Source: an optimization exercise on an open RTL-to-GDS flow (aim: small area and a short achievable clock period). Production flows keep margins and buffers that such runs may drop. At most, simulation tests tie the RTL to the original design; equivalence was not proved.

==> inputs of run F <==
==> flow/design.v (excerpt) <==
module fir_3tap (input clk,
                 input [7:0] Xin,
                 input [7:0] H0,
                 input [7:0] H1,
                 input [7:0] H2,
                 output reg [15:0] Yout);
Settings: LEC_CHECK=0, CAP_MARGIN=20, CORE_MARGIN=2, CORE_UTILIZATION=55, CTS_BUF_LIST=sky130_fd_sc_hd__clkbuf_8, SLEW_MARGIN=20, SYNTH_HIERARCHICAL=1, SYNTH_MINIMUM_KEEP_SIZE=0, TNS_END_PERCENT=0; clock period 12.5 ns.
standard.sh (not shown) runs the stock make flow with config.mk's settings and CLKGATE_MAP_FILE= SYNTH_SCRIPT=/design/flow/synth_recipe.tcl, a recipe that flattens the netlist after the stock synthesis.
==> flow/flow/run.sh <==
#!/bin/bash
# The standard layout (standard.sh), with two changes to how it is made:
# - ports are buffered with buf_1 instead of the default delay buffer;
# - repair_timing aims for 6.9 ns of setup slack instead of 0.
set -euo pipefail
export SETUP_SLACK_MARGIN=6.6
export SETUP_MOVE_SEQUENCE=unbuffer,sizeup,swap
export BUFFER_PORTS_ARGS="-buffer_cell sky130_fd_sc_hd__buf_1"
bash standard.sh > standard.log 2>&1
==> run H: changes against run F <==
==> flow/flow/run.sh (replaced) <==
#!/bin/bash
# The standard layout (standard.sh), with two changes to how it is made:
# - ports are buffered with buf_1 instead of the default delay buffer;
# - repair_timing aims for 6.9 ns of setup slack instead of 0.
set -euo pipefail
export SETUP_SLACK_MARGIN=6.9
export BUFFER_PORTS_ARGS="-buffer_cell sky130_fd_sc_hd__buf_1"
bash standard.sh > standard.log 2>&1
==> run K: changes against run F <==
--- a/flow/design.v
+++ b/flow/design.v
@@ -665,197 +665,181 @@
 g_or2 u30 (n30, t0_s54, t0_p0_0);
 wire t0_rs1, t0_rc1;
 full_adder t0_rfa1 (t0_rs1, t0_rc1, t0_c54, t0_s55, n30);
 wire t0_rs2, t0_rc2;
 full_adder t0_rfa2 (t0_rs2, t0_rc2, t0_c55, t0_s56, t0_rc1);
+wire t0_rs3, t0_rc3;
+full_adder t0_rfa3 (t0_rs3, t0_rc3, t0_c56, t0_s57, t0_rc2);
 wire n31;
-g_or2 u31 (n31, t0_c56, t0_s57);
+g_or2 u31 (n31, t0_c57, t0_s58);
 wire n32;
-g_and2 u32 (n32, t0_c56, t0_s57);
+g_and2 u32 (n32, t0_c57, t0_s58);
 wire n33;
-g_aoi21 u33 (n33, n31, t0_rc2, n32);
+g_aoi21 u33 (n33, n31, t0_rc3, n32);
 wire n34;
-g_nor2 u34 (n34, t0_c57, t0_s58);
+g_nor2 u34 (n34, t0_c58, t0_s59);
 wire n35;
-g_nand2 u35 (n35, t0_c57, t0_s58);
+g_nand2 u35 (n35, t0_c58, t0_s59);
 wire n36;
 g_oai21 u36 (n36, n34, n33, n35);
 wire n37;
-g_or2 u37 (n37, t0_c58, t0_s59);
+g_or2 u37 (n37, t0_c59, t0_s60);
 wire n38;
-g_and2 u38 (n38, t0_c58, t0_s59);
+g_and2 u38 (n38, t0_c59, t0_s60);
 wire n39;
 g_aoi21 u39 (n39, n37, n36, n38);
 wire n40;
-g_nor2 u40 (n40, t0_c59, t0_s60);
+g_nor2 u40 (n40, t0_c60, t0_s61);
 wire n41;
-g_nand2 u41 (n41, t0_c59, t0_s60);
+g_nand2 u41 (n41, t0_c60, t0_s61);
 wire n42;
 g_oai21 u42 (n42, n40, n39, n41);
 wire n43;
-g_nor2 u43 (n43, t0_c61, t0_s62);
+g_nor2 u43 (n43, t0_c62, t0_s63);
 wire n44;
-g_nand2 u44 (n44, t0_c60, t0_s61);
+g_nand2 u44 (n44, t0_c61, t0_s62);
 wire n45;
-g_nand2 u45 (n45, t0_c61, t0_s62);
+g_nand2 u45 (n45, t0_c62, t0_s63);
 wire n46;
 g_oai21 u46 (n46, n43, n44, n45);
 wire n47;
-g_nor2 u47 (n47, t0_c60, t0_s61);
+g_nor2 u47 (n47, t0_c61, t0_s62);
 wire n48;
 g_nor2 u48 (n48, n43, n47);
 wire n49;
-g_nor2 u49 (n49, t0_c63, t0_s64);
+g_nor2 u49 (n49, t0_c64, t0_s65);
 wire n50;
-g_nand2 u50 (n50, t0_c62, t0_s63);
+g_nand2 u50 (n50, t0_c63, t0_s64);
 wire n51;
-g_nand2 u51 (n51, t0_c63, t0_s64);
+g_nand2 u51 (n51, t0_c64, t0_s65);
 wire n52;
 g_oai21 u52 (n52, n49, n50, n51);
 wire n53;
-g_nor2 u53 (n53, t0_c62, t0_s63);
+g_nor2 u53 (n53, t0_c63, t0_s64);
 wire n54;
 g_nor2 u54 (n54, n49, n53);
 wire n55;
-g_nor2 u55 (n55, t0_c65, t0_s66);
+g_nor2 u55 (n55, t0_c66, t0_s67);
 wire n56;
-g_nand2 u56 (n56, t0_c64, t0_s65);
+g_nand2 u56 (n56, t0_c65, t0_s66);
 wire n57;
-g_nand2 u57 (n57, t0_c65, t0_s66);
+g_nand2 u57 (n57, t0_c66, t0_s67);
 wire n58;
 g_oai21 u58 (n58, n55, n56, n57);
 wire n59;
-g_nor2 u59 (n59, t0_c64, t0_s65);
+g_nor2 u59 (n59, t0_c65, t0_s66);
 wire n60;
 g_nor2 u60 (n60, n55, n59);
 wire n61;
-g_nor2 u61 (n61, t0_c67, t0_s68);
+g_aoi21 u61 (n61, n48, n42, n46);
 wire n62;
-g_nand2 u62 (n62, t0_c66, t0_s67);
+g_or2 u62 (n62, t0_c60, t0_s61);
 wire n63;
-g_nand2 u63 (n63, t0_c67, t0_s68);
+g_nand2 u63 (n63, n48, n62);
 wire n64;
-g_oai21 u64 (n64, n61, n62, n63);
+g_aoi21 u64 (n64, n60, n52, n58);
 wire n65;
-g_nor2 u65 (n65, t0_c66, t0_s67);
+g_nand2 u65 (n65, n60, n54);
 wire n66;
-g_nor2 u66 (n66, n61, n65);
+g_oai21 u66 (n66, n65, n61, n64);
 wire n67;
-g_aoi21 u67 (n67, n48, n42, n46);
+g_nor2 u67 (n67, n65, n63);
 wire n68;
-g_or2 u68 (n68, t0_c59, t0_s60);
+g_inv u68 (n68, n54);
 wire n69;
-g_nand2 u69 (n69, n48, n68);
+g_inv u69 (n69, n52);
 wire n70;
-g_aoi21 u70 (n70, n60, n52, n58);
+g_oai21 u70 (n70, n68, n61, n69);
 wire n71;
-g_nand2 u71 (n71, n60, n54);
+g_inv u71 (n71, n54);
 wire n72;
-g_oai21 u72 (n72, n71, n67, n70);
+g_nor2 u72 (n72, n71, n63);
 wire n73;
-g_nor2 u73 (n73, n71, n69);
+g_or2 u73 (n73, t0_c61, t0_s62);
 wire n74;
-g_inv u74 (n74, n54);
+g_and2 u74 (n74, t0_c61, t0_s62);
 wire n75;
-g_inv u75 (n75, n52);
+g_aoi21 u75 (n75, n73, n42, n74);
 wire n76;
-g_oai21 u76 (n76, n74, n67, n75);
+g_nand2 u76 (n76, n73, n62);
 wire n77;
-g_inv u77 (n77, n54);
+g_oai21 u77 (n77, n53, n61, n50);
 wire n78;
-g_nor2 u78 (n78, n77, n69);
+g_nor2 u78 (n78, n53, n63);
 wire n79;
-g_aoi21 u79 (n79, n66, n72, n64);
+g_or2 u79 (n79, t0_c65, t0_s66);
 wire n80;
-g_nand2 u80 (n80, n66, n73);
+g_and2 u80 (n80, t0_c65, t0_s66);
 wire n81;
-g_or2 u81 (n81, t0_c60, t0_s61);
+g_aoi21 u81 (n81, n79, n70, n80);
 wire n82;
-g_and2 u82 (n82, t0_c60, t0_s61);
+g_nand2 u82 (n82, n79, n72);
 wire n83;
-g_aoi21 u83 (n83, n81, n42, n82);
+g_or2 u83 (n83, t0_c67, t0_s68);
 wire n84;
-g_nand2 u84 (n84, n81, n68);
+g_and2 u84 (n84, t0_c67, t0_s68);
 wire n85;
-g_oai21 u85 (n85, n53, n67, n50);
+g_aoi21 u85 (n85, n83, n66, n84);
 wire n86;
-g_nor2 u86 (n86, n53, n69);
+g_nand2 u86 (n86, n83, n67);
 wire n87;
-g_or2 u87 (n87, t0_c64, t0_s65);
+g_inv u87 (n87, n29);
 wire n88;
-g_and2 u88 (n88, t0_c64, t0_s65);
+g_inv u88 (n88, t0_rs1);
 wire n89;
-g_aoi21 u89 (n89, n87, n76, n88);
+g_inv u89 (n89, t0_rs2);
 wire n90;
-g_nand2 u90 (n90, n87, n78);
+g_inv u90 (n90, t0_rs3);
 wire n91;
-g_or2 u91 (n91, t0_c66, t0_s67);
+g_xor2 u91 (n91, t0_c57, t0_s58);
 wire n92;
-g_and2 u92 (n92, t0_c66, t0_s67);
+g_xnor2 u92 (n92, n91, t0_rc3);
 wire n93;
-g_aoi21 u93 (n93, n91, n72, n92);
+g_xor2 u93 (n93, t0_c58, t0_s59);
 wire n94;
-g_nand2 u94 (n94, n91, n73);
+g_xor2 u94 (n94, n93, n33);
 wire n95;
-g_inv u95 (n95, n29);
+g_xor2 u95 (n95, t0_c59, t0_s60);
 wire n96;
-g_inv u96 (n96, t0_rs1);
+g_xnor2 u96 (n96, n95, n36);
 wire n97;
-g_inv u97 (n97, t0_rs2);
+g_xor2 u97 (n97, t0_c60, t0_s61);
 wire n98;
-g_xor2 u98 (n98, t0_c56, t0_s57);
+g_xor2 u98 (n98, n97, n39);
 wire n99;
-g_xnor2 u99 (n99, n98, t0_rc2);
+g_xor2 u99 (n99, t0_c61, t0_s62);
 wire n100;
-g_xor2 u100 (n100, t0_c57, t0_s58);
+g_xnor2 u100 (n100, n99, n42);
 wire n101;
-g_xor2 u101 (n101, n100, n33);
+g_xor2 u101 (n101, t0_c62, t0_s63);
 wire n102;
-g_xor2 u102 (n102, t0_c58, t0_s59);
+g_xor2 u102 (n102, n101, n75);
 wire n103;
-g_xnor2 u103 (n103, n102, n36);
+g_xor2 u103 (n103, t0_c63, t0_s64);
 wire n104;
-g_xor2 u104 (n104, t0_c59, t0_s60);
+g_xor2 u104 (n104, n103, n61);
 wire n105;
-g_xor2 u105 (n105, n104, n39);
+g_xor2 u105 (n105, t0_c64, t0_s65);
 wire n106;
-g_xor2 u106 (n106, t0_c60, t0_s61);
+g_xnor2 u106 (n106, n105, n77);
 wire n107;
-g_xnor2 u107 (n107, n106, n42);
+g_xor2 u107 (n107, t0_c65, t0_s66);
 wire n108;
-g_xor2 u108 (n108, t0_c61, t0_s62);
+g_xnor2 u108 (n108, n107, n70);
 wire n109;
-g_xor2 u109 (n109, n108, n83);
+g_xor2 u109 (n109, t0_c66, t0_s67);
 wire n110;
-g_xor2 u110 (n110, t0_c62, t0_s63);
+g_xor2 u110 (n110, n109, n81);
 wire n111;
-g_xor2 u111 (n111, n110, n67);
+g_xor2 u111 (n111, t0_c67, t0_s68);
 wire n112;
-g_xor2 u112 (n112, t0_c63, t0_s64);
+g_xnor2 u112 (n112, n111, n66);
 wire n113;
-g_xnor2 u113 (n113, n112, n85);
+g_xor2 u113 (n113, t0_c68, t0_s69);
 wire n114;
-g_xor2 u114 (n114, t0_c64, t0_s65);
-wire n115;
-g_xnor2 u115 (n115, n114, n76);
-wire n116;
-g_xor2 u116 (n116, t0_c65, t0_s66);
-wire n117;
-g_xor2 u117 (n117, n116, n89);
-wire n118;
-g_xor2 u118 (n118, t0_c66, t0_s67);
-wire n119;
-g_xnor2 u119 (n119, n118, n72);
-wire n120;
-g_xor2 u120 (n120, t0_c67, t0_s68);
-wire n121;
-g_xor2 u121 (n121, n120, n93);
-wire n122;
-g_xor2 u122 (n122, t0_c68, t0_s69);
-wire n123;
-g_xor2 u123 (n123, n122, n79);
-wire [15:0] t0_sn = {n123, n121, n119, n117, n115, n113, n111, n109, n107, n105, n103, n101, n99, n97, n96, n95};
+g_xor2 u114 (n114, n113, n85);
+wire [15:0] t0_sn = {n114, n112, n110, n108, n106, n104, n102, n100, n98, n96, n94, n92, n90, n89, n88, n87};
 always @(posedge clk) begin
   Xd   <= Xin;
   H1d  <= H1;
   H2d  <= H2;
   Pn   <= t2_sn;
==> flow/flow/run.sh (replaced) <==
#!/bin/bash
# The standard layout (standard.sh), with two changes to how it is made:
# - ports are buffered with buf_1 instead of the default delay buffer;
# - repair_timing aims for 6.9 ns of setup slack instead of 0.
set -euo pipefail
export SETUP_SLACK_MARGIN=6.9
export BUFFER_PORTS_ARGS="-buffer_cell sky130_fd_sc_hd__buf_1"
bash standard.sh > standard.log 2>&1
==> notes.md <==
Fmax: run F < run H < run K.
Non-clock buffer count: run K > run H > run F.
Clock-buffer cell count is the same in run F and run K.
The lowest routed wire length belongs to run F, the highest to run H.
First-iteration DRC count: run F > run K > run H.
==> figures <==
item	run K	run F	run H
Chip height	112 µm	112 µm	112 µm
Delay of the slowest cell on the worst path	0.57 ns	0.61 ns	0.58 ns
Final min period	5.48 ns	5.68 ns	5.51 ns
Pin count of the biggest net entering global routing	19	20	19
Utilization after layout	0.610	0.581	0.606
Layout Cell Area excl Fill	6930 µm²	6610 µm²	6890 µm²
Outcome	no timing/DRC/antenna violations	no timing/DRC/antenna violations	no timing/DRC/antenna violations
Fraction of synthesized cell area in xor and xnor cells	0.0825	0.0849	0.0849
Data buffer area share	0.0688	0.0295	0.0596
Non-clock inverters	7	6	6
Via total after detailed routing	4106	4031	4216
No functional check of the RTL was part of run F and run H.

## static timing again, ports no longer ideal
In the flow no input, the clock included, has a driving cell. The finished layouts below were timed again as built, in two steps.
Step 1: set_driving_cell puts a clkbuf_16 on clk and a buf_2 on each other input, an assumption about the parent block.
Step 2 also shifts input and output timing later by t, the mid clock arrival at the registers, as if the neighbouring blocks saw the same clock.
a / b / c = no drivers / after step 1 / after step 2; a / b = the first two.
| run | t, ns | slack for setup (ns) | worst register clock-pin slew, ns |
|---|---|---|---|
| run F | 0.375 | 6.824 / 6.824 / 6.462 | 0.11 / 0.11 |
| run H | 0.367 | 6.987 / 6.992 / 6.625 | 0.11 / 0.11 |
| run K | 0.372 | 7.020 / 7.034 / 6.662 | 0.11 / 0.11 |
After both steps setup and hold are still met in every run listed.
